This is an optimization exercise on Yosys and OpenROAD, whose aim is small area, not a production implementation. The RTL was checked by simulation tests, not by an equivalence proof against the original design.

## AES_Masked
module AES_Masked (
  input               io_clk,
  input               io_reset,
  input               io_enable,
  input               io_pt1_valid,
  output              io_pt1_ready,
  input      [31:0]   io_pt1_payload,
  input               io_pt2_valid,
  output              io_pt2_ready,
  input      [31:0]   io_pt2_payload,
  input               io_key1_valid,
  output              io_key1_ready,
  input      [31:0]   io_key1_payload,
  input               io_key2_valid,
  output              io_key2_ready,
  input      [31:0]   io_key2_payload,
  input      [27:0]   io_m,
  output              io_ct1_valid,
  input               io_ct1_ready,
  output     [31:0]   io_ct1_payload,
  output              io_ct2_valid,
  input               io_ct2_ready,
  output     [31:0]   io_ct2_payload,
  output              io_done
);
Size: roughly 3400 cells after synthesis, ~650 flip-flops, ~240 I/O pins.
clock: 6.0 ns
lec_check: 0
cap_margin: 20
core_margin: 2
core_utilization: 40
slew_margin: 20
standard.sh (not shown) runs the stock make flow with config.mk's settings and CLKGATE_MAP_FILE= SYNTH_SCRIPT=/design/flow/synth_recipe.tcl, a recipe that flattens the netlist after the stock synthesis.
==> flow/flow/run.sh <==
#!/bin/bash
# Layout flow: the standard ORFS flow (standard.sh) with smaller port
# buffers and a lighter clock tree. Each step's full output goes to the ORFS
# logs under orfs/logs/; make's own output goes to flow_make.log here.
set -euo pipefail
cd "$(dirname "$0")/.."
bash standard.sh \
  "BUFFER_PORTS_ARGS=-buffer_cell sky130_fd_sc_hd__buf_1" \
  "CTS_ARGS=-sink_clustering_enable -repair_clock_nets -dont_use_dummy_load -buf_list {sky130_fd_sc_hd__clkbuf_4 sky130_fd_sc_hd__clkbuf_8} -sink_clustering_size 20 -sink_clustering_max_diameter 60" \
  finish > flow_make.log 2>&1
The starting point finished with timing, DRC and antenna clean.
Next try:
==> flow/flow/run.sh (replaced) <==
#!/bin/bash
# Layout flow: the standard ORFS flow (standard.sh) with three changes:
#  - synthesis is the standard flow's own script except that ABC maps for area
#    (flow/synth.tcl, flow/area.abc); registers are untouched,
#  - port buffers are the smallest buffer cell,
#  - a lighter clock tree (smaller buffers, no dummy loads).
# Each step's full output goes to the ORFS logs under orfs/logs/; make's own
# output goes to flow_make.log here.
set -euo pipefail
cd "$(dirname "$0")/.."
export MY_ABC_SCRIPT="$PWD/flow/area.abc"
bash standard.sh \
  "SYNTH_SCRIPT=$PWD/flow/synth.tcl" \
  "BUFFER_PORTS_ARGS=-buffer_cell sky130_fd_sc_hd__buf_1" \
  "CTS_ARGS=-sink_clustering_enable -repair_clock_nets -dont_use_dummy_load -buf_list {sky130_fd_sc_hd__clkbuf_8} -sink_clustering_size 24 -sink_clustering_max_diameter 55" \
  finish > flow_make.log 2>&1
==> flow/flow/area.abc (new file) <==
&get -n
&st
&dch -f
&nf -R 1000 -C 32 -F 8 -p -a
&put
==> flow/flow/synth.tcl (new file) <==
# synth_recipe.tcl (the standard synthesis) with one change: ABC maps the
# combinational logic with an area-oriented script (flow/area.abc).
proc synth {args} { yosys synth -nofsm -noshare {*}$args }
proc abc {args} {
  set i [lsearch -exact $args -script]
  if { $i >= 0 } {
    set args [lreplace $args [expr {$i + 1}] [expr {$i + 1}] $::env(MY_ABC_SCRIPT)]
  }
  yosys abc {*}$args
}
source $::env(SCRIPTS_DIR)/synth.tcl
# left out here: clear keep_hierarchy, flatten, clean up, hide names made inside functions, write 1_2_yosys.v
The new run produced a clean layout.
Final cell count came out lower by 4.4%.
Count of clock-buffer cells in the layout rises by 4.
Synthesized area falls by 7.6%.
Next try:
--- a/flow/flow/run.sh
+++ b/flow/flow/run.sh
@@ -14,3 +14,3 @@
   "BUFFER_PORTS_ARGS=-buffer_cell sky130_fd_sc_hd__buf_1" \
-  "CTS_ARGS=-sink_clustering_enable -repair_clock_nets -dont_use_dummy_load -buf_list {sky130_fd_sc_hd__clkbuf_8} -sink_clustering_size 24 -sink_clustering_max_diameter 55" \
+  "CTS_ARGS=-sink_clustering_enable -repair_clock_nets -dont_use_dummy_load -buf_list {sky130_fd_sc_hd__clkbuf_8} -sink_clustering_size 16 -sink_clustering_max_diameter 45" \
   finish > flow_make.log 2>&1
==> flow/flow/area.abc (replaced) <==
&get -n
&st
&dch
&nf -R 1000
&put
The new run produced a clean layout.
Maximum frequency fell by 5.2%.
Core utilization rose by 0.51 points.
Die area rose by about 0.33%.
Routed wire length rose by 9.1%.
Critical path depth fell by 8.
Next try:
==> flow/run.sh (new file) <==
#!/bin/bash
# synth_recipe.tcl (not shown) runs the flow's synth.tcl, then flattens the netlist and writes it again
# the make line also repeats each setting of config.mk as NAME=value (left out here)
make -C /OpenROAD-flow-scripts/flow DESIGN_CONFIG=/design/flow/config.mk WORK_HOME=/design/flow/orfs CLKGATE_MAP_FILE= SYNTH_SCRIPT=/design/flow/synth_recipe.tcl finish
removed: flow/flow/run.sh
removed: flow/flow/area.abc
removed: flow/flow/synth.tcl
removed: flow/standard.sh
Final area rises by about 12%.
Critical path depth is unchanged.
Worst setup slack gains 0.20 ns.
Die area rises by 7.7%.
Register-to-register slack gains 0.54 ns.
Synthesized area rises by 7.8%.
Final cell count rises by about 4.5%.
Fmax rises by about 4.5%.

-- re-timing with driven ports --
The flow's constraints put no driver on any port. The routed layouts listed below were extracted and timed again, unchanged, in two steps. Step 1 sets driving cells, clkbuf_16 on the clock port and buf_2 on the other inputs (assumed; they add their load-dependent delay and slew). Step 2 adds t to the input delays and takes it off the output delays; t is the mean of the earliest and latest rising clock arrival at the registers after step 1. Input paths then give back, and output paths get back, about the clock's delay inside the block. a / b / c = no drivers / after step 1 / after step 2; a / b = the first two.
run | t, ns | setup WS [ns] | worst slew at a driven data input, ns
the first run | 0.726 | 1.720 / 1.720 / 1.720 | 0.09
the second run | 0.733 | 1.530 / 1.518 / 1.530 | 0.10
the third run | 0.716 | 1.286 / 1.226 / 1.322 | 0.10
the fourth run | 0.676 | 1.488 / 1.428 / 1.569 | 0.07
After both steps every run listed still meets setup and hold.
